From an optimization exercise on the open Yosys and OpenROAD flow, aimed at small area and a short achievable clock period; shortcuts taken in it are not production practice.
Only simulation tests tie the RTL to the original design; equivalence was not proved.
Power is estimated from default activity; no workload was simulated.

===== config.mk =====
export PLATFORM = sky130hd
export DESIGN_NAME = multiply_accumulate
export DESIGN_NICKNAME = multiply_accumulate
export VERILOG_FILES = /design/flow/design.v
export SDC_FILE = /design/flow/constraint.sdc
export NUM_CORES = 4
export LEC_CHECK = 0
export CAP_MARGIN = 20
export CORE_MARGIN = 2
export CORE_UTILIZATION = 60
export CTS_BUF_LIST = sky130_fd_sc_hd__clkbuf_8
export CTS_CLUSTER_DIAMETER = 60
export CTS_CLUSTER_SIZE = 15
export SETUP_SLACK_MARGIN = 2.5
export SLEW_MARGIN = 20
export TNS_END_PERCENT = 0

===== design.v =====
module multiplier_int(clk, a, one, two, neg, b, p);
  input clk;
  input [15:0] a;
  input [7:0] one, two, neg;
  input [15:0] b;
  output [31:0] p;
  reg [15:0] a_r;
  reg [7:0] one_r, two_r, neg_r;
  wire pp0_0;
  wire pp0_1;
  wire pp0_2;
  wire pp0_3;
  wire pp0_4;
  wire pp0_5;
  wire pp0_6;
  wire pp0_7;
  wire pp0_8;
  wire pp0_9;
  wire pp0_10;
  wire pp0_11;
  wire pp0_12;
  wire pp0_13;
  wire pp0_14;
  wire pp0_15;
  wire pp0_16;
  wire pp1_0;
  wire pp1_1;
  wire pp1_2;
  wire pp1_3;
  wire pp1_4;
  wire pp1_5;
  wire pp1_6;
  wire pp1_7;
  wire pp1_8;
  wire pp1_9;
  wire pp1_10;
  wire pp1_11;
  wire pp1_12;
  wire pp1_13;
  wire pp1_14;
  wire pp1_15;
  wire pp1_16;
  wire pp2_0;
  wire pp2_1;
  wire pp2_2;
  wire pp2_3;
  wire pp2_4;
  wire pp2_5;
  wire pp2_6;
  wire pp2_7;
  wire pp2_8;
  wire pp2_9;
  wire pp2_10;
  wire pp2_11;
  wire pp2_12;
  wire pp2_13;
  wire pp2_14;
  wire pp2_15;
  wire pp2_16;
  wire pp3_0;
  wire pp3_1;
  wire pp3_2;
  wire pp3_3;
  wire pp3_4;
  wire pp3_5;
  wire pp3_6;
  wire pp3_7;
  wire pp3_8;
  wire pp3_9;
  wire pp3_10;
  wire pp3_11;
  wire pp3_12;
  wire pp3_13;
  wire pp3_14;
  wire pp3_15;
  wire pp3_16;
  wire pp4_0;
  wire pp4_1;
  wire pp4_2;
  wire pp4_3;
  wire pp4_4;
  wire pp4_5;
  wire pp4_6;
  wire pp4_7;
  wire pp4_8;
  wire pp4_9;
  wire pp4_10;
  wire pp4_11;
  wire pp4_12;
  wire pp4_13;
  wire pp4_14;
  wire pp4_15;
  wire pp4_16;
  wire pp5_0;
  wire pp5_1;
  wire pp5_2;
  wire pp5_3;
  wire pp5_4;
  wire pp5_5;
  wire pp5_6;
  wire pp5_7;
  wire pp5_8;
  wire pp5_9;
  wire pp5_10;
  wire pp5_11;
  wire pp5_12;
  wire pp5_13;
  wire pp5_14;
  wire pp5_15;
  wire pp5_16;
  wire pp6_0;
  wire pp6_1;
  wire pp6_2;
  wire pp6_3;
  wire pp6_4;
  wire pp6_5;
  wire pp6_6;
  wire pp6_7;
  wire pp6_8;
  wire pp6_9;
  wire pp6_10;
  wire pp6_11;
  wire pp6_12;
  wire pp6_13;
  wire pp6_14;
  wire pp6_15;
  wire pp6_16;
  wire pp7_0;
  wire pp7_1;
  wire pp7_2;
  wire pp7_3;
  wire pp7_4;
  wire pp7_5;
  wire pp7_6;
  wire pp7_7;
  wire pp7_8;
  wire pp7_9;
  wire pp7_10;
  wire pp7_11;
  wire pp7_12;
  wire pp7_13;
  wire pp7_14;
  wire pp7_15;
  wire pp7_16;
  wire s1;
  wire c2;
  wire s3;
  wire c4;
  wire s5;
  wire c6;
  wire s7;
  wire c8;
  wire s9;
  wire c10;
  wire s11;
  wire c12;
  wire s13;
  wire c14;
  wire s15;
  wire c16;
  wire s17;
  wire c18;
  wire s19;
  wire c20;
  wire s21;
  wire c22;
  wire s23;
  wire c24;
  wire s25;
  wire c26;
  wire s27;
  wire c28;
  wire s29;
  wire c30;
  wire s31;
  wire c32;
  wire s33;
  wire c34;
  wire s35;
  wire c36;
  wire s37;
  wire c38;
  wire s39;
  wire c40;
  wire s41;
  wire c42;
  wire s43;
  wire c44;
  wire s45;
  wire c46;
  wire s47;
  wire c48;
  wire s49;
  wire c50;
  wire s51;
  wire c52;
  wire s53;
  wire c54;
  wire s55;
  wire c56;
  wire s57;
  wire c58;
  wire s59;
  wire c60;
  wire s61;
  wire c62;
  wire s63;
  wire c64;
  wire s65;
  wire c66;
  wire s67;
  wire c68;
  wire s69;
  wire c70;
  wire s71;
  wire c72;
  wire s73;
  wire c74;
  wire s75;
  wire c76;
  wire s77;
  wire c78;
  wire s79;
  wire c80;
  wire s81;
  wire c82;
  wire s83;
  wire c84;
  wire s85;
  wire c86;
  wire s87;
  wire c88;
  wire s89;
  wire c90;
  wire s91;
  wire c92;
  wire s93;
  wire c94;
  wire s95;
  wire c96;
  wire s97;
  wire c98;
  wire s99;
  wire c100;
  wire s101;
  wire c102;
  wire s103;
  wire c104;
  wire s105;
  wire c106;
  wire s107;
  wire c108;
  wire s109;
  wire c110;
  wire s111;
  wire c112;
  wire s113;
  wire c114;
  wire s115;
  wire c116;
  wire s117;
  wire c118;
  wire s119;
  wire c120;
  wire s121;
  wire c122;
  wire s123;
  wire c124;
  wire s125;
  wire c126;
  wire s127;
  wire c128;
  wire s129;
  wire c130;
  wire s131;
  wire c132;
  wire s133;
  wire c134;
  wire s135;
  wire c136;
  wire s137;
  wire c138;
  wire s139;
  wire c140;
  wire s141;
  wire c142;
  wire s143;
  wire c144;
  wire s145;
  wire c146;
  wire s147;
  wire c148;
  wire s149;
  wire c150;
  wire s151;
  wire c152;
  wire s153;
  wire c154;
  wire s155;
  wire c156;
  wire s157;
  wire c158;
  wire s159;
  wire c160;
  wire s161;
  wire c162;
  wire s163;
  wire c164;
  wire s165;
  wire c166;
  wire s167;
  wire c168;
  wire s169;
  wire c170;
  wire s171;
  wire c172;
  wire s173;
  wire c174;
  wire s175;
  wire c176;
  wire s177;
  wire c178;
  wire s179;
  wire c180;
  wire s181;
  wire c182;
  wire s183;
  wire c184;
  wire s185;
  wire c186;
  wire s187;
  wire c188;
  wire s189;
  wire c190;
  wire s191;
  wire c192;
  wire s193;
  wire c194;
  wire s195;
  wire c196;
  wire s197;
  wire c198;
  wire s199;
  wire c200;
  wire s201;
  wire c202;
  wire s203;
  wire c204;
  wire s205;
  wire c206;
  wire s207;
  wire c208;
  wire s209;
  wire c210;
  wire s211;
  wire c212;
  wire s213;
  wire c214;
  wire s215;
  wire c216;
  wire s217;
  wire c218;
  wire s219;
  wire c220;
  wire s221;
  wire c222;
  wire s223;
  wire c224;
  reg t1_0_0;
  reg t1_0_1;
  reg t1_1_0;
  reg t1_2_0;
  reg t1_3_0;
  reg t1_4_0;
  reg t1_4_1;
  reg t1_5_0;
  reg t1_5_1;
  reg t1_6_0;
  reg t1_6_1;
  reg t1_7_0;
  reg t1_7_1;
  reg t1_8_0;
  reg t1_8_1;
  reg t1_9_0;
  reg t1_9_1;
  reg t1_10_0;
  reg t1_10_1;
  reg t1_11_0;
  reg t1_11_1;
  reg t1_12_0;
  reg t1_12_1;
  reg t1_13_0;
  reg t1_13_1;
  reg t1_14_0;
  reg t1_14_1;
  reg t1_15_0;
  reg t1_15_1;
  reg t1_16_0;
  reg t1_16_1;
  reg t1_17_0;
  reg t1_17_1;
  reg t1_18_0;
  reg t1_18_1;
  reg t1_19_0;
  reg t1_19_1;
  reg t1_20_0;
  reg t1_20_1;
  reg t1_21_0;
  reg t1_21_1;
  reg t1_22_0;
  reg t1_22_1;
  reg t1_23_0;
  reg t1_23_1;
  reg t1_24_0;
  reg t1_24_1;
  reg t1_25_0;
  reg t1_25_1;
  reg t1_26_0;
  reg t1_26_1;
  reg t1_27_0;
  reg t1_27_1;
  reg t1_28_0;
  reg t1_28_1;
  reg t1_29_0;
  reg t1_30_0;
  reg t1_30_1;
  always @(posedge clk) begin
    a_r <= a;
    one_r <= one; two_r <= two; neg_r <= neg;
    t1_0_0 <= neg_r[0];
    t1_0_1 <= pp0_0;
    t1_1_0 <= pp0_1;
    t1_2_0 <= s169;
    t1_3_0 <= s171;
    t1_4_0 <= c172;
    t1_4_1 <= s173;
    t1_5_0 <= c174;
    t1_5_1 <= s175;
    t1_6_0 <= c176;
    t1_6_1 <= s177;
    t1_7_0 <= c178;
    t1_7_1 <= s179;
    t1_8_0 <= c180;
    t1_8_1 <= s181;
    t1_9_0 <= c182;
    t1_9_1 <= s183;
    t1_10_0 <= c184;
    t1_10_1 <= s185;
    t1_11_0 <= c186;
    t1_11_1 <= s187;
    t1_12_0 <= c188;
    t1_12_1 <= s189;
    t1_13_0 <= c190;
    t1_13_1 <= s191;
    t1_14_0 <= c192;
    t1_14_1 <= s193;
    t1_15_0 <= c194;
    t1_15_1 <= s195;
    t1_16_0 <= c196;
    t1_16_1 <= s197;
    t1_17_0 <= c198;
    t1_17_1 <= s199;
    t1_18_0 <= c200;
    t1_18_1 <= s201;
    t1_19_0 <= c202;
    t1_19_1 <= s203;
    t1_20_0 <= c204;
    t1_20_1 <= s205;
    t1_21_0 <= c206;
    t1_21_1 <= s207;
    t1_22_0 <= c208;
    t1_22_1 <= s209;
    t1_23_0 <= s211;
    t1_23_1 <= c210;
    t1_24_0 <= s213;
    t1_24_1 <= c212;
    t1_25_0 <= c214;
    t1_25_1 <= s215;
    t1_26_0 <= s217;
    t1_26_1 <= c216;
    t1_27_0 <= s219;
    t1_27_1 <= c218;
    t1_28_0 <= s221;
    t1_28_1 <= c220;
    t1_29_0 <= s223;
    t1_30_0 <= pp7_16;
    t1_30_1 <= c224;
  end
  assign pp0_0 = (one_r[0] & a_r[0]) ^ neg_r[0];
  assign pp0_1 = ((one_r[0] & a_r[1]) | (two_r[0] & a_r[0])) ^ neg_r[0];
  assign pp0_2 = ((one_r[0] & a_r[2]) | (two_r[0] & a_r[1])) ^ neg_r[0];
  assign pp0_3 = ((one_r[0] & a_r[3]) | (two_r[0] & a_r[2])) ^ neg_r[0];
  assign pp0_4 = ((one_r[0] & a_r[4]) | (two_r[0] & a_r[3])) ^ neg_r[0];
  assign pp0_5 = ((one_r[0] & a_r[5]) | (two_r[0] & a_r[4])) ^ neg_r[0];
  assign pp0_6 = ((one_r[0] & a_r[6]) | (two_r[0] & a_r[5])) ^ neg_r[0];
  assign pp0_7 = ((one_r[0] & a_r[7]) | (two_r[0] & a_r[6])) ^ neg_r[0];
  assign pp0_8 = ((one_r[0] & a_r[8]) | (two_r[0] & a_r[7])) ^ neg_r[0];
  assign pp0_9 = ((one_r[0] & a_r[9]) | (two_r[0] & a_r[8])) ^ neg_r[0];
  assign pp0_10 = ((one_r[0] & a_r[10]) | (two_r[0] & a_r[9])) ^ neg_r[0];
  assign pp0_11 = ((one_r[0] & a_r[11]) | (two_r[0] & a_r[10])) ^ neg_r[0];
  assign pp0_12 = ((one_r[0] & a_r[12]) | (two_r[0] & a_r[11])) ^ neg_r[0];
  assign pp0_13 = ((one_r[0] & a_r[13]) | (two_r[0] & a_r[12])) ^ neg_r[0];
  assign pp0_14 = ((one_r[0] & a_r[14]) | (two_r[0] & a_r[13])) ^ neg_r[0];
  assign pp0_15 = ((one_r[0] & a_r[15]) | (two_r[0] & a_r[14])) ^ neg_r[0];
  assign pp0_16 = ~(((one_r[0] & a_r[15]) | (two_r[0] & a_r[15])) ^ neg_r[0]);
  assign pp1_0 = (one_r[1] & a_r[0]) ^ neg_r[1];
  assign pp1_1 = ((one_r[1] & a_r[1]) | (two_r[1] & a_r[0])) ^ neg_r[1];
  assign pp1_2 = ((one_r[1] & a_r[2]) | (two_r[1] & a_r[1])) ^ neg_r[1];
  assign pp1_3 = ((one_r[1] & a_r[3]) | (two_r[1] & a_r[2])) ^ neg_r[1];
  assign pp1_4 = ((one_r[1] & a_r[4]) | (two_r[1] & a_r[3])) ^ neg_r[1];
  assign pp1_5 = ((one_r[1] & a_r[5]) | (two_r[1] & a_r[4])) ^ neg_r[1];
  assign pp1_6 = ((one_r[1] & a_r[6]) | (two_r[1] & a_r[5])) ^ neg_r[1];
  assign pp1_7 = ((one_r[1] & a_r[7]) | (two_r[1] & a_r[6])) ^ neg_r[1];
  assign pp1_8 = ((one_r[1] & a_r[8]) | (two_r[1] & a_r[7])) ^ neg_r[1];
  assign pp1_9 = ((one_r[1] & a_r[9]) | (two_r[1] & a_r[8])) ^ neg_r[1];
  assign pp1_10 = ((one_r[1] & a_r[10]) | (two_r[1] & a_r[9])) ^ neg_r[1];
  assign pp1_11 = ((one_r[1] & a_r[11]) | (two_r[1] & a_r[10])) ^ neg_r[1];
  assign pp1_12 = ((one_r[1] & a_r[12]) | (two_r[1] & a_r[11])) ^ neg_r[1];
  assign pp1_13 = ((one_r[1] & a_r[13]) | (two_r[1] & a_r[12])) ^ neg_r[1];
  assign pp1_14 = ((one_r[1] & a_r[14]) | (two_r[1] & a_r[13])) ^ neg_r[1];
  assign pp1_15 = ((one_r[1] & a_r[15]) | (two_r[1] & a_r[14])) ^ neg_r[1];
  assign pp1_16 = ~(((one_r[1] & a_r[15]) | (two_r[1] & a_r[15])) ^ neg_r[1]);
  assign pp2_0 = (one_r[2] & a_r[0]) ^ neg_r[2];
  assign pp2_1 = ((one_r[2] & a_r[1]) | (two_r[2] & a_r[0])) ^ neg_r[2];
  assign pp2_2 = ((one_r[2] & a_r[2]) | (two_r[2] & a_r[1])) ^ neg_r[2];
  assign pp2_3 = ((one_r[2] & a_r[3]) | (two_r[2] & a_r[2])) ^ neg_r[2];
  assign pp2_4 = ((one_r[2] & a_r[4]) | (two_r[2] & a_r[3])) ^ neg_r[2];
  assign pp2_5 = ((one_r[2] & a_r[5]) | (two_r[2] & a_r[4])) ^ neg_r[2];
  assign pp2_6 = ((one_r[2] & a_r[6]) | (two_r[2] & a_r[5])) ^ neg_r[2];
  assign pp2_7 = ((one_r[2] & a_r[7]) | (two_r[2] & a_r[6])) ^ neg_r[2];
  assign pp2_8 = ((one_r[2] & a_r[8]) | (two_r[2] & a_r[7])) ^ neg_r[2];
  assign pp2_9 = ((one_r[2] & a_r[9]) | (two_r[2] & a_r[8])) ^ neg_r[2];
  assign pp2_10 = ((one_r[2] & a_r[10]) | (two_r[2] & a_r[9])) ^ neg_r[2];
  assign pp2_11 = ((one_r[2] & a_r[11]) | (two_r[2] & a_r[10])) ^ neg_r[2];
  assign pp2_12 = ((one_r[2] & a_r[12]) | (two_r[2] & a_r[11])) ^ neg_r[2];
  assign pp2_13 = ((one_r[2] & a_r[13]) | (two_r[2] & a_r[12])) ^ neg_r[2];
  assign pp2_14 = ((one_r[2] & a_r[14]) | (two_r[2] & a_r[13])) ^ neg_r[2];
  assign pp2_15 = ((one_r[2] & a_r[15]) | (two_r[2] & a_r[14])) ^ neg_r[2];
  assign pp2_16 = ~(((one_r[2] & a_r[15]) | (two_r[2] & a_r[15])) ^ neg_r[2]);
  assign pp3_0 = (one_r[3] & a_r[0]) ^ neg_r[3];
  assign pp3_1 = ((one_r[3] & a_r[1]) | (two_r[3] & a_r[0])) ^ neg_r[3];
  assign pp3_2 = ((one_r[3] & a_r[2]) | (two_r[3] & a_r[1])) ^ neg_r[3];
  assign pp3_3 = ((one_r[3] & a_r[3]) | (two_r[3] & a_r[2])) ^ neg_r[3];
  assign pp3_4 = ((one_r[3] & a_r[4]) | (two_r[3] & a_r[3])) ^ neg_r[3];
  assign pp3_5 = ((one_r[3] & a_r[5]) | (two_r[3] & a_r[4])) ^ neg_r[3];
  assign pp3_6 = ((one_r[3] & a_r[6]) | (two_r[3] & a_r[5])) ^ neg_r[3];
  assign pp3_7 = ((one_r[3] & a_r[7]) | (two_r[3] & a_r[6])) ^ neg_r[3];
  assign pp3_8 = ((one_r[3] & a_r[8]) | (two_r[3] & a_r[7])) ^ neg_r[3];
  assign pp3_9 = ((one_r[3] & a_r[9]) | (two_r[3] & a_r[8])) ^ neg_r[3];
  assign pp3_10 = ((one_r[3] & a_r[10]) | (two_r[3] & a_r[9])) ^ neg_r[3];
  assign pp3_11 = ((one_r[3] & a_r[11]) | (two_r[3] & a_r[10])) ^ neg_r[3];
  assign pp3_12 = ((one_r[3] & a_r[12]) | (two_r[3] & a_r[11])) ^ neg_r[3];
  assign pp3_13 = ((one_r[3] & a_r[13]) | (two_r[3] & a_r[12])) ^ neg_r[3];
  assign pp3_14 = ((one_r[3] & a_r[14]) | (two_r[3] & a_r[13])) ^ neg_r[3];
  assign pp3_15 = ((one_r[3] & a_r[15]) | (two_r[3] & a_r[14])) ^ neg_r[3];
  assign pp3_16 = ~(((one_r[3] & a_r[15]) | (two_r[3] & a_r[15])) ^ neg_r[3]);
  assign pp4_0 = (one_r[4] & a_r[0]) ^ neg_r[4];
  assign pp4_1 = ((one_r[4] & a_r[1]) | (two_r[4] & a_r[0])) ^ neg_r[4];
  assign pp4_2 = ((one_r[4] & a_r[2]) | (two_r[4] & a_r[1])) ^ neg_r[4];
  assign pp4_3 = ((one_r[4] & a_r[3]) | (two_r[4] & a_r[2])) ^ neg_r[4];
  assign pp4_4 = ((one_r[4] & a_r[4]) | (two_r[4] & a_r[3])) ^ neg_r[4];
  assign pp4_5 = ((one_r[4] & a_r[5]) | (two_r[4] & a_r[4])) ^ neg_r[4];
  assign pp4_6 = ((one_r[4] & a_r[6]) | (two_r[4] & a_r[5])) ^ neg_r[4];
  assign pp4_7 = ((one_r[4] & a_r[7]) | (two_r[4] & a_r[6])) ^ neg_r[4];
  assign pp4_8 = ((one_r[4] & a_r[8]) | (two_r[4] & a_r[7])) ^ neg_r[4];
  assign pp4_9 = ((one_r[4] & a_r[9]) | (two_r[4] & a_r[8])) ^ neg_r[4];
  assign pp4_10 = ((one_r[4] & a_r[10]) | (two_r[4] & a_r[9])) ^ neg_r[4];
  assign pp4_11 = ((one_r[4] & a_r[11]) | (two_r[4] & a_r[10])) ^ neg_r[4];
  assign pp4_12 = ((one_r[4] & a_r[12]) | (two_r[4] & a_r[11])) ^ neg_r[4];
  assign pp4_13 = ((one_r[4] & a_r[13]) | (two_r[4] & a_r[12])) ^ neg_r[4];
  assign pp4_14 = ((one_r[4] & a_r[14]) | (two_r[4] & a_r[13])) ^ neg_r[4];
  assign pp4_15 = ((one_r[4] & a_r[15]) | (two_r[4] & a_r[14])) ^ neg_r[4];
  assign pp4_16 = ~(((one_r[4] & a_r[15]) | (two_r[4] & a_r[15])) ^ neg_r[4]);
  assign pp5_0 = (one_r[5] & a_r[0]) ^ neg_r[5];
  assign pp5_1 = ((one_r[5] & a_r[1]) | (two_r[5] & a_r[0])) ^ neg_r[5];
  assign pp5_2 = ((one_r[5] & a_r[2]) | (two_r[5] & a_r[1])) ^ neg_r[5];
  assign pp5_3 = ((one_r[5] & a_r[3]) | (two_r[5] & a_r[2])) ^ neg_r[5];
  assign pp5_4 = ((one_r[5] & a_r[4]) | (two_r[5] & a_r[3])) ^ neg_r[5];
  assign pp5_5 = ((one_r[5] & a_r[5]) | (two_r[5] & a_r[4])) ^ neg_r[5];
  assign pp5_6 = ((one_r[5] & a_r[6]) | (two_r[5] & a_r[5])) ^ neg_r[5];
  assign pp5_7 = ((one_r[5] & a_r[7]) | (two_r[5] & a_r[6])) ^ neg_r[5];
  assign pp5_8 = ((one_r[5] & a_r[8]) | (two_r[5] & a_r[7])) ^ neg_r[5];
  assign pp5_9 = ((one_r[5] & a_r[9]) | (two_r[5] & a_r[8])) ^ neg_r[5];
  assign pp5_10 = ((one_r[5] & a_r[10]) | (two_r[5] & a_r[9])) ^ neg_r[5];
  assign pp5_11 = ((one_r[5] & a_r[11]) | (two_r[5] & a_r[10])) ^ neg_r[5];
  assign pp5_12 = ((one_r[5] & a_r[12]) | (two_r[5] & a_r[11])) ^ neg_r[5];
  assign pp5_13 = ((one_r[5] & a_r[13]) | (two_r[5] & a_r[12])) ^ neg_r[5];
  assign pp5_14 = ((one_r[5] & a_r[14]) | (two_r[5] & a_r[13])) ^ neg_r[5];
  assign pp5_15 = ((one_r[5] & a_r[15]) | (two_r[5] & a_r[14])) ^ neg_r[5];
  assign pp5_16 = ~(((one_r[5] & a_r[15]) | (two_r[5] & a_r[15])) ^ neg_r[5]);
  assign pp6_0 = (one_r[6] & a_r[0]) ^ neg_r[6];
  assign pp6_1 = ((one_r[6] & a_r[1]) | (two_r[6] & a_r[0])) ^ neg_r[6];
  assign pp6_2 = ((one_r[6] & a_r[2]) | (two_r[6] & a_r[1])) ^ neg_r[6];
  assign pp6_3 = ((one_r[6] & a_r[3]) | (two_r[6] & a_r[2])) ^ neg_r[6];
  assign pp6_4 = ((one_r[6] & a_r[4]) | (two_r[6] & a_r[3])) ^ neg_r[6];
  assign pp6_5 = ((one_r[6] & a_r[5]) | (two_r[6] & a_r[4])) ^ neg_r[6];
  assign pp6_6 = ((one_r[6] & a_r[6]) | (two_r[6] & a_r[5])) ^ neg_r[6];
  assign pp6_7 = ((one_r[6] & a_r[7]) | (two_r[6] & a_r[6])) ^ neg_r[6];
  assign pp6_8 = ((one_r[6] & a_r[8]) | (two_r[6] & a_r[7])) ^ neg_r[6];
  assign pp6_9 = ((one_r[6] & a_r[9]) | (two_r[6] & a_r[8])) ^ neg_r[6];
  assign pp6_10 = ((one_r[6] & a_r[10]) | (two_r[6] & a_r[9])) ^ neg_r[6];
  assign pp6_11 = ((one_r[6] & a_r[11]) | (two_r[6] & a_r[10])) ^ neg_r[6];
  assign pp6_12 = ((one_r[6] & a_r[12]) | (two_r[6] & a_r[11])) ^ neg_r[6];
  assign pp6_13 = ((one_r[6] & a_r[13]) | (two_r[6] & a_r[12])) ^ neg_r[6];
  assign pp6_14 = ((one_r[6] & a_r[14]) | (two_r[6] & a_r[13])) ^ neg_r[6];
  assign pp6_15 = ((one_r[6] & a_r[15]) | (two_r[6] & a_r[14])) ^ neg_r[6];
  assign pp6_16 = ~(((one_r[6] & a_r[15]) | (two_r[6] & a_r[15])) ^ neg_r[6]);
  assign pp7_0 = (one_r[7] & a_r[0]) ^ neg_r[7];
  assign pp7_1 = ((one_r[7] & a_r[1]) | (two_r[7] & a_r[0])) ^ neg_r[7];
  assign pp7_2 = ((one_r[7] & a_r[2]) | (two_r[7] & a_r[1])) ^ neg_r[7];
  assign pp7_3 = ((one_r[7] & a_r[3]) | (two_r[7] & a_r[2])) ^ neg_r[7];
  assign pp7_4 = ((one_r[7] & a_r[4]) | (two_r[7] & a_r[3])) ^ neg_r[7];
  assign pp7_5 = ((one_r[7] & a_r[5]) | (two_r[7] & a_r[4])) ^ neg_r[7];
  assign pp7_6 = ((one_r[7] & a_r[6]) | (two_r[7] & a_r[5])) ^ neg_r[7];
  assign pp7_7 = ((one_r[7] & a_r[7]) | (two_r[7] & a_r[6])) ^ neg_r[7];
  assign pp7_8 = ((one_r[7] & a_r[8]) | (two_r[7] & a_r[7])) ^ neg_r[7];
  assign pp7_9 = ((one_r[7] & a_r[9]) | (two_r[7] & a_r[8])) ^ neg_r[7];
  assign pp7_10 = ((one_r[7] & a_r[10]) | (two_r[7] & a_r[9])) ^ neg_r[7];
  assign pp7_11 = ((one_r[7] & a_r[11]) | (two_r[7] & a_r[10])) ^ neg_r[7];
  assign pp7_12 = ((one_r[7] & a_r[12]) | (two_r[7] & a_r[11])) ^ neg_r[7];
  assign pp7_13 = ((one_r[7] & a_r[13]) | (two_r[7] & a_r[12])) ^ neg_r[7];
  assign pp7_14 = ((one_r[7] & a_r[14]) | (two_r[7] & a_r[13])) ^ neg_r[7];
  assign pp7_15 = ((one_r[7] & a_r[15]) | (two_r[7] & a_r[14])) ^ neg_r[7];
  assign pp7_16 = ~(((one_r[7] & a_r[15]) | (two_r[7] & a_r[15])) ^ neg_r[7]);
  assign s1 = neg_r[5] ^ pp0_10;
  assign c2 = neg_r[5] & pp0_10;
  assign s3 = pp0_11 ^ pp1_9;
  assign c4 = pp0_11 & pp1_9;
  assign s5 = neg_r[6] ^ pp0_12 ^ pp1_10;
  assign c6 = (neg_r[6] & pp0_12) | (neg_r[6] & pp1_10) | (pp0_12 & pp1_10);
  assign s7 = pp2_8 ^ pp3_6;
  assign c8 = pp2_8 & pp3_6;
  assign s9 = pp0_13 ^ pp1_11 ^ pp2_9;
  assign c10 = (pp0_13 & pp1_11) | (pp0_13 & pp2_9) | (pp1_11 & pp2_9);
  assign s11 = pp3_7 ^ pp4_5;
  assign c12 = pp3_7 & pp4_5;
  assign s13 = neg_r[7] ^ pp0_14 ^ pp1_12;
  assign c14 = (neg_r[7] & pp0_14) | (neg_r[7] & pp1_12) | (pp0_14 & pp1_12);
  assign s15 = pp2_10 ^ pp3_8 ^ pp4_6;
  assign c16 = (pp2_10 & pp3_8) | (pp2_10 & pp4_6) | (pp3_8 & pp4_6);
  assign s17 = pp5_4 ^ pp6_2;
  assign c18 = pp5_4 & pp6_2;
  assign s19 = pp0_15 ^ pp1_13 ^ pp2_11;
  assign c20 = (pp0_15 & pp1_13) | (pp0_15 & pp2_11) | (pp1_13 & pp2_11);
  assign s21 = pp3_9 ^ pp4_7 ^ pp5_5;
  assign c22 = (pp3_9 & pp4_7) | (pp3_9 & pp5_5) | (pp4_7 & pp5_5);
  assign s23 = pp6_3 ^ pp7_1;
  assign c24 = pp6_3 & pp7_1;
  assign s25 = 1'b1 ^ pp0_16 ^ pp1_14;
  assign c26 = (1'b1 & pp0_16) | (1'b1 & pp1_14) | (pp0_16 & pp1_14);
  assign s27 = pp2_12 ^ pp3_10 ^ pp4_8;
  assign c28 = (pp2_12 & pp3_10) | (pp2_12 & pp4_8) | (pp3_10 & pp4_8);
  assign s29 = pp5_6 ^ pp6_4 ^ pp7_2;
  assign c30 = (pp5_6 & pp6_4) | (pp5_6 & pp7_2) | (pp6_4 & pp7_2);
  assign s31 = 1'b1 ^ pp1_15 ^ pp2_13;
  assign c32 = (1'b1 & pp1_15) | (1'b1 & pp2_13) | (pp1_15 & pp2_13);
  assign s33 = pp3_11 ^ pp4_9 ^ pp5_7;
  assign c34 = (pp3_11 & pp4_9) | (pp3_11 & pp5_7) | (pp4_9 & pp5_7);
  assign s35 = pp6_5 ^ pp7_3;
  assign c36 = pp6_5 & pp7_3;
  assign s37 = pp1_16 ^ pp2_14 ^ pp3_12;
  assign c38 = (pp1_16 & pp2_14) | (pp1_16 & pp3_12) | (pp2_14 & pp3_12);
  assign s39 = pp4_10 ^ pp5_8 ^ pp6_6;
  assign c40 = (pp4_10 & pp5_8) | (pp4_10 & pp6_6) | (pp5_8 & pp6_6);
  assign s41 = 1'b1 ^ pp2_15 ^ pp3_13;
  assign c42 = (1'b1 & pp2_15) | (1'b1 & pp3_13) | (pp2_15 & pp3_13);
  assign s43 = pp4_11 ^ pp5_9;
  assign c44 = pp4_11 & pp5_9;
  assign s45 = pp2_16 ^ pp3_14 ^ pp4_12;
  assign c46 = (pp2_16 & pp3_14) | (pp2_16 & pp4_12) | (pp3_14 & pp4_12);
  assign s47 = 1'b1 ^ pp3_15;
  assign c48 = 1'b1 & pp3_15;
  assign s49 = neg_r[3] ^ pp0_6;
  assign c50 = neg_r[3] & pp0_6;
  assign s51 = pp0_7 ^ pp1_5;
  assign c52 = pp0_7 & pp1_5;
  assign s53 = neg_r[4] ^ pp0_8 ^ pp1_6;
  assign c54 = (neg_r[4] & pp0_8) | (neg_r[4] & pp1_6) | (pp0_8 & pp1_6);
  assign s55 = pp2_4 ^ pp3_2;
  assign c56 = pp2_4 & pp3_2;
  assign s57 = pp0_9 ^ pp1_7 ^ pp2_5;
  assign c58 = (pp0_9 & pp1_7) | (pp0_9 & pp2_5) | (pp1_7 & pp2_5);
  assign s59 = pp3_3 ^ pp4_1;
  assign c60 = pp3_3 & pp4_1;
  assign s61 = pp1_8 ^ pp2_6 ^ pp3_4;
  assign c62 = (pp1_8 & pp2_6) | (pp1_8 & pp3_4) | (pp2_6 & pp3_4);
  assign s63 = pp4_2 ^ pp5_0 ^ s1;
  assign c64 = (pp4_2 & pp5_0) | (pp4_2 & s1) | (pp5_0 & s1);
  assign s65 = pp2_7 ^ pp3_5 ^ pp4_3;
  assign c66 = (pp2_7 & pp3_5) | (pp2_7 & pp4_3) | (pp3_5 & pp4_3);
  assign s67 = pp5_1 ^ c2 ^ s3;
  assign c68 = (pp5_1 & c2) | (pp5_1 & s3) | (c2 & s3);
  assign s69 = pp4_4 ^ pp5_2 ^ pp6_0;
  assign c70 = (pp4_4 & pp5_2) | (pp4_4 & pp6_0) | (pp5_2 & pp6_0);
  assign s71 = c4 ^ s7 ^ s5;
  assign c72 = (c4 & s7) | (c4 & s5) | (s7 & s5);
  assign s73 = pp5_3 ^ pp6_1 ^ c8;
  assign c74 = (pp5_3 & pp6_1) | (pp5_3 & c8) | (pp6_1 & c8);
  assign s75 = s11 ^ c6 ^ s9;
  assign c76 = (s11 & c6) | (s11 & s9) | (c6 & s9);
  assign s77 = pp7_0 ^ c12 ^ s17;
  assign c78 = (pp7_0 & c12) | (pp7_0 & s17) | (c12 & s17);
  assign s79 = c10 ^ s13 ^ s15;
  assign c80 = (c10 & s13) | (c10 & s15) | (s13 & s15);
  assign s81 = c18 ^ s23 ^ c14;
  assign c82 = (c18 & s23) | (c18 & c14) | (s23 & c14);
  assign s83 = c16 ^ s19 ^ s21;
  assign c84 = (c16 & s19) | (c16 & s21) | (s19 & s21);
  assign s85 = c24 ^ c20 ^ c22;
  assign c86 = (c24 & c20) | (c24 & c22) | (c20 & c22);
  assign s87 = s25 ^ s27 ^ s29;
  assign c88 = (s25 & s27) | (s25 & s29) | (s27 & s29);
  assign s89 = s35 ^ c26 ^ c28;
  assign c90 = (s35 & c26) | (s35 & c28) | (c26 & c28);
  assign s91 = c30 ^ s31 ^ s33;
  assign c92 = (c30 & s31) | (c30 & s33) | (s31 & s33);
  assign s93 = pp7_4 ^ c36 ^ c32;
  assign c94 = (pp7_4 & c36) | (pp7_4 & c32) | (c36 & c32);
  assign s95 = c34 ^ s37 ^ s39;
  assign c96 = (c34 & s37) | (c34 & s39) | (s37 & s39);
  assign s97 = pp6_7 ^ pp7_5 ^ s43;
  assign c98 = (pp6_7 & pp7_5) | (pp6_7 & s43) | (pp7_5 & s43);
  assign s99 = c38 ^ c40 ^ s41;
  assign c100 = (c38 & c40) | (c38 & s41) | (c40 & s41);
  assign s101 = pp5_10 ^ pp6_8 ^ pp7_6;
  assign c102 = (pp5_10 & pp6_8) | (pp5_10 & pp7_6) | (pp6_8 & pp7_6);
  assign s103 = c44 ^ c42 ^ s45;
  assign c104 = (c44 & c42) | (c44 & s45) | (c42 & s45);
  assign s105 = pp4_13 ^ pp5_11 ^ pp6_9;
  assign c106 = (pp4_13 & pp5_11) | (pp4_13 & pp6_9) | (pp5_11 & pp6_9);
  assign s107 = pp7_7 ^ s47 ^ c46;
  assign c108 = (pp7_7 & s47) | (pp7_7 & c46) | (s47 & c46);
  assign s109 = pp3_16 ^ pp4_14 ^ pp5_12;
  assign c110 = (pp3_16 & pp4_14) | (pp3_16 & pp5_12) | (pp4_14 & pp5_12);
  assign s111 = pp6_10 ^ pp7_8 ^ c48;
  assign c112 = (pp6_10 & pp7_8) | (pp6_10 & c48) | (pp7_8 & c48);
  assign s113 = 1'b1 ^ pp4_15 ^ pp5_13;
  assign c114 = (1'b1 & pp4_15) | (1'b1 & pp5_13) | (pp4_15 & pp5_13);
  assign s115 = pp6_11 ^ pp7_9;
  assign c116 = pp6_11 & pp7_9;
  assign s117 = pp4_16 ^ pp5_14 ^ pp6_12;
  assign c118 = (pp4_16 & pp5_14) | (pp4_16 & pp6_12) | (pp5_14 & pp6_12);
  assign s119 = 1'b1 ^ pp5_15;
  assign c120 = 1'b1 & pp5_15;
  assign s121 = neg_r[2] ^ pp0_4;
  assign c122 = neg_r[2] & pp0_4;
  assign s123 = pp0_5 ^ pp1_3;
  assign c124 = pp0_5 & pp1_3;
  assign s125 = pp1_4 ^ pp2_2 ^ pp3_0;
  assign c126 = (pp1_4 & pp2_2) | (pp1_4 & pp3_0) | (pp2_2 & pp3_0);
  assign s127 = pp2_3 ^ pp3_1 ^ c50;
  assign c128 = (pp2_3 & pp3_1) | (pp2_3 & c50) | (pp3_1 & c50);
  assign s129 = pp4_0 ^ c52 ^ s55;
  assign c130 = (pp4_0 & c52) | (pp4_0 & s55) | (c52 & s55);
  assign s131 = c56 ^ s59 ^ c54;
  assign c132 = (c56 & s59) | (c56 & c54) | (s59 & c54);
  assign s133 = c60 ^ c58 ^ s61;
  assign c134 = (c60 & c58) | (c60 & s61) | (c58 & s61);
  assign s135 = c62 ^ s65 ^ c64;
  assign c136 = (c62 & s65) | (c62 & c64) | (s65 & c64);
  assign s137 = c66 ^ s69 ^ c68;
  assign c138 = (c66 & s69) | (c66 & c68) | (s69 & c68);
  assign s139 = c70 ^ s73 ^ c72;
  assign c140 = (c70 & s73) | (c70 & c72) | (s73 & c72);
  assign s141 = c74 ^ s77 ^ c76;
  assign c142 = (c74 & s77) | (c74 & c76) | (s77 & c76);
  assign s143 = c78 ^ c80 ^ s81;
  assign c144 = (c78 & c80) | (c78 & s81) | (c80 & s81);
  assign s145 = c82 ^ c84 ^ s85;
  assign c146 = (c82 & c84) | (c82 & s85) | (c84 & s85);
  assign s147 = c86 ^ c88 ^ s89;
  assign c148 = (c86 & c88) | (c86 & s89) | (c88 & s89);
  assign s149 = c90 ^ c92 ^ s93;
  assign c150 = (c90 & c92) | (c90 & s93) | (c92 & s93);
  assign s151 = c94 ^ s97 ^ c96;
  assign c152 = (c94 & s97) | (c94 & c96) | (s97 & c96);
  assign s153 = s101 ^ c98 ^ c100;
  assign c154 = (s101 & c98) | (s101 & c100) | (c98 & c100);
  assign s155 = c102 ^ s105 ^ c104;
  assign c156 = (c102 & s105) | (c102 & c104) | (s105 & c104);
  assign s157 = c106 ^ s109 ^ s111;
  assign c158 = (c106 & s109) | (c106 & s111) | (s109 & s111);
  assign s159 = s115 ^ c110 ^ s113;
  assign c160 = (s115 & c110) | (s115 & s113) | (c110 & s113);
  assign s161 = pp7_10 ^ c116 ^ c114;
  assign c162 = (pp7_10 & c116) | (pp7_10 & c114) | (c116 & c114);
  assign s163 = pp6_13 ^ pp7_11 ^ s119;
  assign c164 = (pp6_13 & pp7_11) | (pp6_13 & s119) | (pp7_11 & s119);
  assign s165 = pp5_16 ^ pp6_14 ^ pp7_12;
  assign c166 = (pp5_16 & pp6_14) | (pp5_16 & pp7_12) | (pp6_14 & pp7_12);
  assign s167 = 1'b1 ^ pp6_15;
  assign c168 = 1'b1 & pp6_15;
  assign s169 = neg_r[1] ^ pp0_2 ^ pp1_0;
  assign c170 = (neg_r[1] & pp0_2) | (neg_r[1] & pp1_0) | (pp0_2 & pp1_0);
  assign s171 = pp0_3 ^ pp1_1 ^ c170;
  assign c172 = (pp0_3 & pp1_1) | (pp0_3 & c170) | (pp1_1 & c170);
  assign s173 = pp1_2 ^ pp2_0 ^ s121;
  assign c174 = (pp1_2 & pp2_0) | (pp1_2 & s121) | (pp2_0 & s121);
  assign s175 = pp2_1 ^ c122 ^ s123;
  assign c176 = (pp2_1 & c122) | (pp2_1 & s123) | (c122 & s123);
  assign s177 = c124 ^ s49 ^ s125;
  assign c178 = (c124 & s49) | (c124 & s125) | (s49 & s125);
  assign s179 = s51 ^ c126 ^ s127;
  assign c180 = (s51 & c126) | (s51 & s127) | (c126 & s127);
  assign s181 = s53 ^ c128 ^ s129;
  assign c182 = (s53 & c128) | (s53 & s129) | (c128 & s129);
  assign s183 = s57 ^ c130 ^ s131;
  assign c184 = (s57 & c130) | (s57 & s131) | (c130 & s131);
  assign s185 = c132 ^ s63 ^ s133;
  assign c186 = (c132 & s63) | (c132 & s133) | (s63 & s133);
  assign s187 = s67 ^ c134 ^ s135;
  assign c188 = (s67 & c134) | (s67 & s135) | (c134 & s135);
  assign s189 = s71 ^ c136 ^ s137;
  assign c190 = (s71 & c136) | (s71 & s137) | (c136 & s137);
  assign s191 = s75 ^ c138 ^ s139;
  assign c192 = (s75 & c138) | (s75 & s139) | (c138 & s139);
  assign s193 = s79 ^ c140 ^ s141;
  assign c194 = (s79 & c140) | (s79 & s141) | (c140 & s141);
  assign s195 = s83 ^ c142 ^ s143;
  assign c196 = (s83 & c142) | (s83 & s143) | (c142 & s143);
  assign s197 = s87 ^ c144 ^ s145;
  assign c198 = (s87 & c144) | (s87 & s145) | (c144 & s145);
  assign s199 = s91 ^ c146 ^ s147;
  assign c200 = (s91 & c146) | (s91 & s147) | (c146 & s147);
  assign s201 = s95 ^ c148 ^ s149;
  assign c202 = (s95 & c148) | (s95 & s149) | (c148 & s149);
  assign s203 = s99 ^ c150 ^ s151;
  assign c204 = (s99 & c150) | (s99 & s151) | (c150 & s151);
  assign s205 = s103 ^ c152 ^ s153;
  assign c206 = (s103 & c152) | (s103 & s153) | (c152 & s153);
  assign s207 = s107 ^ c154 ^ s155;
  assign c208 = (s107 & c154) | (s107 & s155) | (c154 & s155);
  assign s209 = c108 ^ s157 ^ c156;
  assign c210 = (c108 & s157) | (c108 & c156) | (s157 & c156);
  assign s211 = c112 ^ s159 ^ c158;
  assign c212 = (c112 & s159) | (c112 & c158) | (s159 & c158);
  assign s213 = s117 ^ c160 ^ s161;
  assign c214 = (s117 & c160) | (s117 & s161) | (c160 & s161);
  assign s215 = c118 ^ c162 ^ s163;
  assign c216 = (c118 & c162) | (c118 & s163) | (c162 & s163);
  assign s217 = c120 ^ s165 ^ c164;
  assign c218 = (c120 & s165) | (c120 & c164) | (s165 & c164);
  assign s219 = pp7_13 ^ s167 ^ c166;
  assign c220 = (pp7_13 & s167) | (pp7_13 & c166) | (s167 & c166);
  assign s221 = pp6_16 ^ pp7_14 ^ c168;
  assign c222 = (pp6_16 & pp7_14) | (pp6_16 & c168) | (pp7_14 & c168);
  assign s223 = 1'b1 ^ pp7_15 ^ c222;
  assign c224 = (1'b1 & pp7_15) | (1'b1 & c222) | (pp7_15 & c222);
  wire [31:0] rowA = {1'b1, t1_30_0, t1_29_0, t1_28_0, t1_27_0, t1_26_0, t1_25_0, t1_24_0, t1_23_0, t1_22_0, t1_21_0, t1_20_0, t1_19_0, t1_18_0, t1_17_0, t1_16_0, t1_15_0, t1_14_0, t1_13_0, t1_12_0, t1_11_0, t1_10_0, t1_9_0, t1_8_0, t1_7_0, t1_6_0, t1_5_0, t1_4_0, t1_3_0, t1_2_0, t1_1_0, t1_0_0};
  wire [31:0] rowB = {1'b0, t1_30_1, 1'b0, t1_28_1, t1_27_1, t1_26_1, t1_25_1, t1_24_1, t1_23_1, t1_22_1, t1_21_1, t1_20_1, t1_19_1, t1_18_1, t1_17_1, t1_16_1, t1_15_1, t1_14_1, t1_13_1, t1_12_1, t1_11_1, t1_10_1, t1_9_1, t1_8_1, t1_7_1, t1_6_1, t1_5_1, t1_4_1, 1'b0, 1'b0, 1'b0, t1_0_1};
  assign p = rowA + rowB;
endmodule
module multiply_accumulate(
  clk,
  aresetn,
  reset,
  data,
  multi,
  result,
  overflow
);
  parameter I_OPP_W = 16;
  parameter O_OPP_W = 2 * I_OPP_W;
  input clk;
  input aresetn;
  input reset;
  input [I_OPP_W - 1:0] data;
  input [I_OPP_W - 1:0] multi;
  output reg [O_OPP_W - 1:0] result;
  output reg overflow;
  wire [16:0] bx = {multi, 1'b0};
  wire [7:0] one, two, neg;
  genvar g;
  generate for (g = 0; g < 8; g = g + 1) begin : enc
    assign one[g] = bx[2*g+1] ^ bx[2*g];
    assign two[g] = (bx[2*g+2] & ~bx[2*g+1] & ~bx[2*g]) | (~bx[2*g+2] & bx[2*g+1] & bx[2*g]);
    assign neg[g] = bx[2*g+2];
  end endgenerate
  wire [31:0] prod;
  multiplier_int u0(.clk(clk), .a(data), .one(one), .two(two), .neg(neg), .b(multi), .p(prod));
  localparam ND = 15;
  reg [30:0] pd [0:ND-2];
  integer i;
  always @(posedge clk) begin
    pd[0] <= prod[30:0];
    for (i = 1; i < ND - 1; i = i + 1)
      pd[i] <= pd[i-1];
  end
  wire [30:0] pp = pd[ND-2];
  wire [31:0] pfull = {pp[30] & (|pp[29:0]), pp};
  reg [4:0] cnt;
  reg [31:0] q;
  always @(posedge clk, negedge aresetn) begin
    if (aresetn == 0) begin
      cnt <= 0;
      q <= 0;
    end else begin
      if (cnt != 5'd16)
        cnt <= cnt + 5'd1;
      q <= (cnt == 5'd16) ? pfull : 32'd0;
    end
  end
  always @(posedge clk, negedge aresetn) begin
    if (aresetn == 0) begin
      result <= 0;
      overflow <= 0;
    end else if (reset == 1) begin
      result <= 0;
      overflow <= 0;
    end else begin
      result <= result + q;
      overflow <= result[O_OPP_W - 1] ^ q[31];
    end
  end
endmodule

===== standard.sh =====
#!/bin/bash
# synth_recipe.tcl (not shown) runs the flow's synth.tcl, then flattens the netlist and writes it again
# the make line also repeats each setting of config.mk as NAME=value (left out here)
make -C /OpenROAD-flow-scripts/flow DESIGN_CONFIG=/design/flow/config.mk WORK_HOME=/design/flow/orfs CLKGATE_MAP_FILE= SYNTH_SCRIPT=/design/flow/synth_recipe.tcl "${@:-finish}"

===== flow/run.sh =====
#!/bin/bash
# The standard layout (standard.sh), with these changes to how it is made:
# - synthesis runs flow/synth.tcl: the standard flow's synthesis script, with ABC mapping
#   the logic for delay (flow/abc_delay.script);
# - Yosys does not map full/half adders to the library's fa/ha cells
#   (ADDER_MAP_FILE empty), so ABC maps that logic too;
# - port buffers are sky130_fd_sc_hd__buf_1, the smallest buffer.
export MY_FLOW_DIR=$PWD/flow
bash standard.sh "SYNTH_SCRIPT=$PWD/flow/synth.tcl" "ADDER_MAP_FILE=" \
  "BUFFER_PORTS_ARGS=-buffer_cell sky130_fd_sc_hd__buf_1" finish > standard.log 2>&1

===== flow/abc_delay.script =====
&get -n
&st
&dch
&nf -D 1500
&put
buffer -c
topo
stime -c
upsize -c -D 1500
dnsize -c -D 1500

===== constraint.sdc =====
create_clock -name core_clock -period 4.5 [get_ports {clk}]
set_input_delay 0.9000 -clock core_clock [delete_from_list [all_inputs] [get_ports {clk}]]
set_output_delay 0.9000 -clock core_clock [all_outputs]
set_load 0.01 [all_outputs]

===== flow/synth.tcl =====
# The standard flow's synthesis script (synth_recipe.tcl, which runs ORFS's synth.tcl) with
# one change: ABC maps the combinational logic with flow/abc_delay.script, a
# delay-driven script, instead of ORFS's abc_speed.script.  Registers are
# mapped before ABC runs and are not changed by it.
proc abc {args} {
  set i [lsearch -exact $args -script]
  if {$i >= 0} {
    set args [lreplace $args [expr {$i + 1}] [expr {$i + 1}] $::env(MY_FLOW_DIR)/abc_delay.script]
  }
  puts "flow/synth.tcl: abc $args"
  yosys abc {*}$args
}
source $::env(MY_FLOW_DIR)/../synth_recipe.tcl

==> out/summary.txt, run 1 <==
Core Area - 35500 um^2
Critical Path Sink Type - flip-flop
Die Area - 37600 um^2
status - complete, no violations
TritonCTS clock tree - yes
setup violators final - 0
Via density - 5.31
Die Wd - 194 um
critical path class - reg2reg
Avg Synthesized Cell Area - 11.2 um^2
worst reg2reg path depth - 7
post-route minimum period - 2.43 ns
largest net degree at the start of global routing - 38
Row Count - 69
number of global-route vias before repair - 13200
Worst Skew - 0.0216 ns
Routed WL - 39.3 mm
grt ovf - 0
antenna violations before repair - 0
fin crit share - 54.0%
min-delay worst type - reg2reg
worst-margin pin slew - 0.922 ns
Hold Fails Final Rpt - 0
EDFF count, synth - 0
layout cell share with drive strength beyond 1 - 14.9%
Primary FF master, synth - dfxtp_1
Hold Crit Depth - 0
power per standard cell area - 774 nW/um^2
final-report max-slew violation count - 0
WL/cell - 15.5 um
Final WS setup - 2.07 ns
Peak VDD IR - 0.463 mV
layout overhead on the synthesized area - 11.8%
I/O Buffers - 67
Seq/Total Area, Yosys - 57.4%
DR pass1 iterations - 5
Nets - 2090
clock tree buffer depth - 3
CP required - 5.00 ns
final setup TNS - 0 ns
maxcap violations - 0
crit-path max FO - 9
I/O Pins - 68
Post-Synthesis Cells - 1937
RSZ-0062 raised after global routing - yes
Post-DP Area - 22000 um^2
synthesized flop and latch total - 602
Reg clk slew, reported paths - 0.08 ns
cts-stage hold buffer count - 0
global router's overall resource usage - 20.9%
number of CTS-inserted buffers - 48
f_max - 411 MHz
DRC errors left - 0
leakage - 9.44 nW
first-pass GRT wire length - 64.2 mm
Async S/R FF share, synth - 11.6%
DP HPWL - 27.5 mm
Initial Utilization - 60.9%
routability cong. - 0.909
DRT antenna net count - 0
Worst EP arrival - 2.93 ns
total power - 18.7 mW
Max transition margin - 38.5%
CTS sink cnt - 602
Synthesized Nets - 1972
Die H - 194 um
area leader, netlist - dfxtp_1
diode count - 0
Yosys top cell area share - 49.3%
routed vias - 13500
Setup Slack @ Placement - 1.55 ns
area of the mapped netlist - 21600 um^2
final non-filler cell area - 24200 um^2
cell types occupying the most area after synthesis - dfxtp_1 (49%), xnor2_1 (13%), dfrtp_1 (8.1%)
Syn. warnings - 3
DRT iter0 DRCs - 656
Yosys cell types - 55
clock latency on the worst-skew pair - 0.62 ns
# H-tree levels - 2
Root Buffer Master - clkbuf_8
type of origin of the critical path - flip-flop
-- cells in the mapped netlist (17+ instances only) --
cell,count
nor4_1,20
a22oi_1,111
o21a_1,19
maj3_2,22
dfrtp_1,70
and2_1,45
clkbuf_1,17
maj3_1,35
o21ai_0,94
a21oi_1,74
xor2_1,91
xnor2_1,314
nor2_1,139
nand2_1,142
buf_2,44
dfxtp_1,532
-- state kept, by name (all words and copies together), names as in the netlist, 5 cells and up --
signal and count:
u0.a_r 16, pd 434, result 32, q 32, u0.one_r 8, u0.two_r 8, u0.neg_r 8, cnt 5
-- critical path, cell delays in order (launching register included) --
cell and delay, ns:
dfxtp_4 0.40, a22oi_2 0.21, xor2_1 0.32, xnor3_2 0.51
maj3_2 0.35, nor2_1 0.11, a21oi_1 0.07, maj3_1 0.35
-- report_power, final --
part | switching (mW) | internal [mW]
clock network | 1.58 | 1.05
logic | 3.92 | 3.25
registers | 1.01 | 7.89
total | 6.51 | 12.2
-- layout by cell type (no fill, tap or decap), drive strengths merged, types with 10 or more instances in the layout --
| master | count |
|---|---|
| dfxtp | 532 |
| xnor2 | 320 |
| buf | 150 |
| nand2 | 142 |
| nor2 | 139 |
| a22oi | 125 |
| xor2 | 98 |
| o21ai | 98 |
| a21oi | 74 |
| dfrtp | 70 |
| maj3 | 57 |
| clkbuf | 52 |
| and2 | 45 |
| inv | 26 |
| nor4 | 20 |
| o21a | 19 |
| nand3 | 11 |
| nor3 | 10 |
-- path summary, 6_finish.rpt --
kind | from | endpoint | slack [ns]
max in group asynchronous | aresetn | q[17] | 3.17
min reg2reg | pd[7][9] | pd[8][9] | 0.32
max | u0.one_r[5] | u0.t1_20_0 | 2.07
max reg2reg | u0.one_r[5] | u0.t1_20_0 | 2.07
min in group asynchronous | aresetn | cnt[3] | 0.38
min | pd[7][9] | pd[8][9] | 0.32
-- area by class of cell --
cell class	instances	area, um^2
fill	2650	11300
timing repair buffer	151	960
clock buffer	51	702
tap	461	577
sequential	602	12500
clock inverter	16	101
multi-input combinational	1238	9250
inverter	14	52.6
-- per-stage QoR --
stage,hold slack [ns],utilization (%),std cells
2_1_floorplan,0.310,-,1937
6_report,0.320,68.1,2533
4_1_cts,0.316,67.1,2515
5_1_grt,0.316,68.1,2533
3_5_place_dp,0.312,62.1,2392
3_3_place_gp,0.310,62.1,2392
-- metal layers --
layer / GRT usage, % / vias up / routed length [um]
met4: 9.29 / 0 / 1440
met2: 37.8 / 388 / 19800
met5: 0 / - / 0
li1: - / 6709 / -
met1: 24.5 / 6240 / 16100
met3: 3.34 / 116 / 1990
-- cells by family after synthesis --
family | Yosys count | share of synthesized area [%]
xor gates and xnor gates | 426 | 18.2
AOI/OAI and AO/OA | 357 | 11.0
buffers and inverters | 97 | 2.48
DFF | 602 | 57.4
adders and majority gates | 57 | 2.77
muxes | 1 | 0.0463
and+or+nand+nor | 397 | 8.14
-- timing repair --
item | in CTS | in global routing
gates resized for setup | 134 | 44
endpoints found under the hold margin | 0 | 0
buffers inserted | 56 | 18
setup endpoints to repair | 118 | 111
pin swaps | 16 | 25
==> run 2: changes to the inputs <==
--- a/config.mk
+++ b/config.mk
@@ -8,5 +8,5 @@
 export CAP_MARGIN = 20
 export CORE_MARGIN = 2
-export CORE_UTILIZATION = 60
+export CORE_UTILIZATION = 50
 export CTS_BUF_LIST = sky130_fd_sc_hd__clkbuf_8
 export CTS_CLUSTER_DIAMETER = 60
==> out/summary.txt, run 2 <==
largest net degree at the start of global routing - 45 (+18%)
Post-synth top cells - dfxtp_1 (532), xnor2_1 (314), nand2_1 (142)
most flop-heavy register - pd
Most Frequent Cell on Critical Path - maj3_2
Avg Synthesized Cell Area - 11.2 um^2 (unchanged)
compound-gate portion of the synthesized area - 11.0% (unchanged)
routed vias - 13400 (-0.17%)
Initial Utilization - 50.4% (-11 points)
number of CTS-inserted buffers - 50 (+4.2%)
layout overhead on the synthesized area - 14.3%
critical path class - reg2reg
status - complete, no violations
Hold Fails Final Rpt - 0 (unchanged)
post-route minimum period - 2.38 ns (-0.0477 ns)
synthesized flop and latch total - 602 (unchanged)
flop-to-flop setup slack - 2.12 ns (+0.05 ns)
Crit path largest cell delay - 0.39 ns (-0.12 ns)
adder-cell area share of the yosys netlist - 2.77% (unchanged)
Max transition margin - 37.5% (-1.0 points)
Synthesized Nets - 1972 (unchanged)
Worst path slowest cell - dfxtp_4
worst path cell trace - buf_6, a22oi_4, xor2_2, inv_1, maj3_2, maj3_2, maj3_2, maj3_2
Simple-Gate Fraction of Synth Area - 8.14% (unchanged)
worst-margin pin slew - 0.937 ns (+0.0150 ns)
launching point of the worst reg2reg path - u0.one_r[4]
CTS sink cnt - 602 (unchanged)
leakage - 9.60 nW (+1.7%)
Yosys top cell area share - 49.3% (unchanged)
Peak VDD IR - 0.320 mV (-31%)
diode count - 0 (unchanged)
cell types occupying the most area after synthesis - dfxtp_1 (49%), xnor2_1 (13%), dfrtp_1 (8.1%)
area leader, netlist - dfxtp_1
Die H - 212 um (+9.3%)
mux contribution to synthesized area - 0.0463% (unchanged)
WL/cell - 15.3 um (-1.2%)
XOR/XNOR share of the synthesized area - 18.2% (unchanged)
most common cell after layout, fill and taps aside - dfxtp_1
final-report max-slew violation count - 0 (unchanged)
commonest cells after routing, fill and taps aside - dfxtp_1 (493), xnor2_1 (277), nand2_1 (142)
Final WS setup - 2.12 ns (+0.0477 ns)
Post-Synthesis Cells - 1937 (unchanged)
Syn. warnings - 3 (unchanged)
CP top delay family - adder cells
Die Area - 44900 um^2 (+20%)
Primary FF master, synth - dfxtp_1
RSZ-0062 raised after global routing - yes
Root Buffer Master - clkbuf_8
grt ovf - 0 (unchanged)
clock latency on the worst-skew pair - 0.63 ns (about the same)
clock tree buffer depth - 3 (unchanged)
Regs by FF count - pd (434), q (32), result (32)
final setup TNS - 0 ns (unchanged)
Reg clk slew, reported paths - 0.09 ns (about the same)
Routed WL - 41.0 mm (+4.4%)
DP HPWL - 28.7 mm (+4.3%)
most numerous cell in the Yosys netlist - dfxtp_1
layout cell share with drive strength beyond 1 - 17.5% (+2.6 points)
Yosys cell types - 55 (unchanged)
Die Wd - 212 um (+9.3%)
R2R Path End - u0.t1_18_0
worst reg2reg path depth - 8 (+1)
type of origin of the critical path - flip-flop
Critical Path Sink Type - flip-flop
DRC errors left - 0 (unchanged)
global router's overall resource usage - 18.4% (-2.5 points)
Core Area - 42900 um^2 (+21%)
setup violators final - 0 (unchanged)
TritonCTS clock tree - yes
Seq/Total Area, Yosys - 57.4% (unchanged)
maxcap violations - 0 (unchanged)
antenna violations before repair - 0 (unchanged)
number of global-route vias before repair - 13100 (-1.1%)
max reg flops - 434 (unchanged)
CP required - 5.01 ns (about the same)
Nets - 2108 (+0.86%)
Via density - 5.02 (-5.5%)
I/O Pins - 68 (unchanged)
buffer and inverter count on the worst path - 2 (+2)
DR pass1 iterations - 5 (unchanged)
EDFF count, synth - 0 (unchanged)
first-pass GRT wire length - 65.6 mm (+2.2%)
Worst Skew - 0.0317 ns (+0.0100 ns)
fin crit share - 53.0% (-1.1 points)
DRT antenna net count - 0 (unchanged)
Worst EP arrival - 2.90 ns (-0.03 ns)
DRT iter0 DRCs - 766 (+17%)
crit-path max FO - 7 (-2)
area of the mapped netlist - 21600 um^2 (unchanged)
min-delay worst type - in2async
Row Count - 76 (+10%)
# H-tree levels - 2 (unchanged)
I/O Buffers - 67 (unchanged)
largest family of logic cells by synthesized area - XOR/XNOR gates
Setup Slack @ Placement - 1.51 ns (-0.0341 ns)
power per standard cell area - 777 nW/um^2 (+0.47%)
Async S/R FF share, synth - 11.6% (unchanged)
f_max - 419 MHz (+2.0%)
routability cong. - 0.958 (+5.4%)
-- run 2: cell counts after synthesis --
No cell type changed its count.
-- run 2: how the worst max path moves through the flow --
stage                     cells past startpoint         end  slack, ns   startpoint
after detailed placement                      8  u0.t1_21_1       1.51  u0.neg_r[6]
after global routing                          9  result[24]       1.99   result[11]
final                                         8  u0.t1_18_0       2.12  u0.one_r[4]
after global placement                        6  u0.t1_18_0       1.50  u0.neg_r[3]
after CTS                                     8  u0.t1_16_1       2.14  u0.two_r[3]
after floorplan                               8  u0.t1_18_1       2.19    u0.a_r[8]
-- run 2: repair_timing --
| action | 4_1_cts | 5_1_grt |
|---|---|---|
| buffers inserted | 62 | 30 |
| pin swaps | 29 | 37 |
| endpoints found under the setup margin | 123 | 114 |
| hold buffers | 0 | 0 |
| cloned | 0 | 0 |
| gates resized for setup | 141 | 78 |
-- run 2: power by group --
part	leakage [nW]	total, mW	internal [mW]	switching, mW
Clock	0.462	2.77	1.11	1.65
Combinational	3.78	7.53	3.45	4.09
Sequential	5.36	8.90	7.89	1.01
Total	9.60	19.2	12.4	6.75
-- run 2: cell families after synthesis --
family	Yosys count
buf+inv	97
compound gates	357
fa+ha+maj	57
flops	602
simple gates	397
xor+xnor	426
mux	1
-- run 2: area by class of cell --
cell class	instances	area, um^2
fill	3674	18200
sequential	602	12500
multi-input combinational	1238	9440
timing repair buffer	167	1080
tap	585	732
clock buffer	50	688
clock inverter	19	166
inverter	14	52.6
-- run 2: routing by layer --
| metal | GRT usage [%] | share of wire (%) | up-vias | wire length [um] |
|---|---|---|---|---|
| met5 | 0 | 0 | - | 0 |
| met1 | 21.6 | 43 | 6318 | 17500 |
| met2 | 32.8 | 49 | 293 | 20200 |
| li1 | - | - | 6721 | - |
| met3 | 3.38 | 4.6 | 98 | 1890 |
| met4 | 7.65 | 3.6 | 0 | 1480 |
-- run 2: per-stage QoR --
step	utilization, %	cells	power (mW)	hold WS, ns	area (um^2)
3_5_place_dp	51.7	2514	15.4	0.312	22200
3_3_place_gp	51.7	2514	15.3	0.310	22200
6_report	57.6	2675	19.2	0.272	24700
5_1_grt	57.6	2675	20.6	0.258	24700
4_1_cts	56.1	2645	18.8	0.282	24100
2_1_floorplan	-	1937	13.8	0.310	21600
==> run 3: changes to the inputs <==
--- a/config.mk
+++ b/config.mk
@@ -8,5 +8,5 @@
 export CAP_MARGIN = 20
 export CORE_MARGIN = 2
-export CORE_UTILIZATION = 50
+export CORE_UTILIZATION = 65
 export CTS_BUF_LIST = sky130_fd_sc_hd__clkbuf_8
 export CTS_CLUSTER_DIAMETER = 60
==> out/summary.txt, run 3 <==
critical path class - reg2reg
Hold Fails Final Rpt - 0 (unchanged)
Yosys cell types - 55 (unchanged)
Routed WL - 41.0 mm (-0.20%)
Primary FF master, synth - dfxtp_1
Critical Path Sink Type - flip-flop
DR pass1 iterations - 6 (+1)
status - complete, no violations
DP Cell Count - 2371 (-5.7%)
number of CTS-inserted buffers - 48 (-4.0%)
worst-margin pin slew - 0.929 ns (-0.00822 ns)
Final Non-Filler Cells - 2505 (-6.4%)
area leader, netlist - dfxtp_1
RSZ-0062 raised after global routing - yes
Hold Slack - 0.278 ns (+0.00653 ns)
layout filler cell count - 2242 (-39%)
synthesized flop and latch total - 602 (unchanged)
Post-Synthesis Cells - 1937 (unchanged)
worst reg2reg path depth - 7 (-1)
Nets - 2081 (-1.3%)
diode count - 0 (unchanged)
clock latency on the worst-skew pair - 0.61 ns (-0.02 ns)
routed vias - 13700 (+1.9%)
Die H - 186 um (-12%)
area of the mapped netlist - 21600 um^2 (unchanged)
Reg clk slew, reported paths - 0.09 ns (about the same)
power per standard cell area - 783 nW/um^2 (+0.73%)
Setup Slack @ Placement - 1.57 ns (+0.0575 ns)
routability cong. - 0.946 (-1.3%)
antenna violations before repair - 0 (unchanged)
Via density - 5.46 (+8.8%)
Core Area - 32600 um^2 (-24%)
Synthesized Nets - 1972 (unchanged)
fin crit share - 54.3% (+1.4 points)
total power - 18.9 mW (-1.6%)
CTS sink cnt - 602 (unchanged)
Final WS setup - 2.06 ns (-0.0609 ns)
min-delay worst type - in2async
first-pass GRT wire length - 66.7 mm (+1.7%)
maxcap violations - 0 (unchanged)
DRT iter0 DRCs - 640 (-16%)
I/O Buffers - 67 (unchanged)
Die Wd - 186 um (-12%)
final setup TNS - 0 ns (unchanged)
most flop-heavy register - pd
largest net degree at the start of global routing - 46 (+2.2%)
setup violators final - 0 (unchanged)
max reg flops - 434 (unchanged)
type of origin of the critical path - flip-flop
layout cell share with drive strength beyond 1 - 14.9% (-2.6 points)
Post-synth top cells - dfxtp_1 (532), xnor2_1 (314), nand2_1 (142)
Yosys top cell area share - 49.3% (unchanged)
clock tree buffer depth - 3 (unchanged)
Avg Synthesized Cell Area - 11.2 um^2 (unchanged)
DRT antenna net count - 0 (unchanged)
Max transition margin - 38.1% (+0.55 points)
DP HPWL - 28.3 mm (-1.5%)
Peak VDD IR - 0.353 mV (+10%)
EDFF count, synth - 0 (unchanged)
f_max - 409 MHz (-2.5%)
I/O Pins - 68 (unchanged)
cell types occupying the most area after synthesis - dfxtp_1 (49%), xnor2_1 (13%), dfrtp_1 (8.1%)
Regs by FF count - pd (434), q (32), result (32)
# H-tree levels - 2 (unchanged)
commonest cells after routing, fill and taps aside - dfxtp_1 (495), xnor2_1 (285), nand2_1 (142)
Async S/R FF share, synth - 11.6% (unchanged)
most common cell after layout, fill and taps aside - dfxtp_1
Syn. warnings - 3 (unchanged)
Die Area - 34700 um^2 (-23%)
crit-path max FO - 12 (+5)
DRC errors left - 0 (unchanged)
Seq/Total Area, Yosys - 57.4% (unchanged)
cts-stage hold buffer count - 0 (unchanged)
Post-DP Area - 22000 um^2 (-0.81%)
Initial Utilization - 66.3% (+16 points)
global router's overall resource usage - 23.5% (+5.1 points)
Root Buffer Master - clkbuf_8
final non-filler cell area - 24100 um^2 (-2.3%)
Final Util - 74.0% (+16 points)
CP required - 5.00 ns (about the same)
grt ovf - 0 (unchanged)
TritonCTS clock tree - yes
final-report max-slew violation count - 0 (unchanged)
post-route minimum period - 2.44 ns (+0.0609 ns)
layout overhead on the synthesized area - 11.6%
most numerous cell in the Yosys netlist - dfxtp_1
Row Count - 66 (-13%)
WL/cell - 16.4 um (+6.6%)
number of global-route vias before repair - 13800 (+5.5%)
Worst EP arrival - 2.95 ns (+0.05 ns)
leakage - 9.43 nW (-1.8%)
Worst Skew - 0.0167 ns (-0.0149 ns)
run 3: cell counts after synthesis:
No cell type changed its count.
run 3: layout make-up:
| type | count | area [um^2] | area share (%) |
|---|---|---|---|
| Inverter | 14 | 52.6 | 0.218 |
| Tap cell | 442 | 553 | 2.29 |
| Sequential cell | 602 | 12500 | 52.0 |
| Timing Repair Buffer | 142 | 900 | 3.73 |
| Clock buffer | 49 | 674 | 2.79 |
| Clock inverter | 18 | 140 | 0.581 |
| Multi-Input combinational cell | 1238 | 9270 | 38.4 |
run 3: worst max-delay path, stage by stage (launching register included):
cell	delay, ns
dfxtp_4	0.46
buf_4	0.24
xnor2_1	0.19
xor3_1	0.43
maj3_2	0.37
maj3_2	0.33
xor2_1	0.17
xnor2_1	0.14
run 3: where the power goes:
group / switching, mW / leakage, nW / total, mW / internal, mW
clock: 1.60 / 0.458 / 2.68 / 1.08
sequential: 1.05 / 5.36 / 8.94 / 7.89
combinational: 4.05 / 3.61 / 7.27 / 3.22
total: 6.70 / 9.43 / 18.9 / 12.2
run 3: routing by layer:
layer  GRT usage [%]  up-vias  part of all wire (%)
li1                -     6698                     -
met1            27.4     6481                    40
met2            43.5      398                    51
met3            3.29      112                   4.8
met4            9.29        0                   3.3
met5               0        -                     0
run 3: cells by family after synthesis:
family	after synthesis	synth area share, %
flip-flops	602	57.4
XOR/XNOR	426	18.2
AND/OR/NAND/NOR	397	8.14
AO/OA/AOI/OAI	357	11.0
buffers and inverters	97	2.48
adder cells (fa/ha/maj)	57	2.77
multiplexers	1	0.0463
run 3: worst paths after layout:
path / slack, ns / to / from
worst max-delay path: 2.06 / u0.t1_18_1 / u0.neg_r[2]
max in group asynchronous: 3.44 / q[27] / aresetn
worst max register to register: 2.06 / u0.t1_18_1 / u0.neg_r[2]
worst min-delay path: 0.28 / result[3] / aresetn
min in group core_clock: 0.32 / pd[13][2] / pd[12][2]
worst min register to register: 0.32 / pd[13][2] / pd[12][2]
run 3: what timing repair did:
action,in CTS,in global routing
resized for setup,128,56
pin swaps,14,33
buffers inserted,47,20
endpoints found under the setup margin,122,120

[what the ideal ports hide]
No port has a modelled driver above. Below, the same layouts with a new extraction and two added sets of constraints.
Step 1, drivers: a clkbuf_16 drives clk and a buf_2 each remaining input, both assumed.
Step 2 moves the port delays by t, midway between the first and last clock arrival at a register: inputs arrive t later, outputs are due t later. That takes back most of the time a late clock gives input paths.
Slacks: no drivers / after step 1 / after step 2; pairs: no drivers / after step 1.
run | shift t [ns] | slack for setup (ns) | clock arrival spread, ns | worst register clock-pin slew, ns
run 1 | 0.656 | 2.069 / 2.069 / 2.069 | 0.027 / 0.028 | 0.09 / 0.09
run 2 | 0.670 | 2.116 / 2.116 / 2.116 | 0.032 / 0.032 | 0.09 / 0.09
run 3 | 0.645 | 2.055 / 2.055 / 2.055 | 0.019 / 0.019 | 0.10 / 0.10
After both steps every run listed still meets setup and hold.
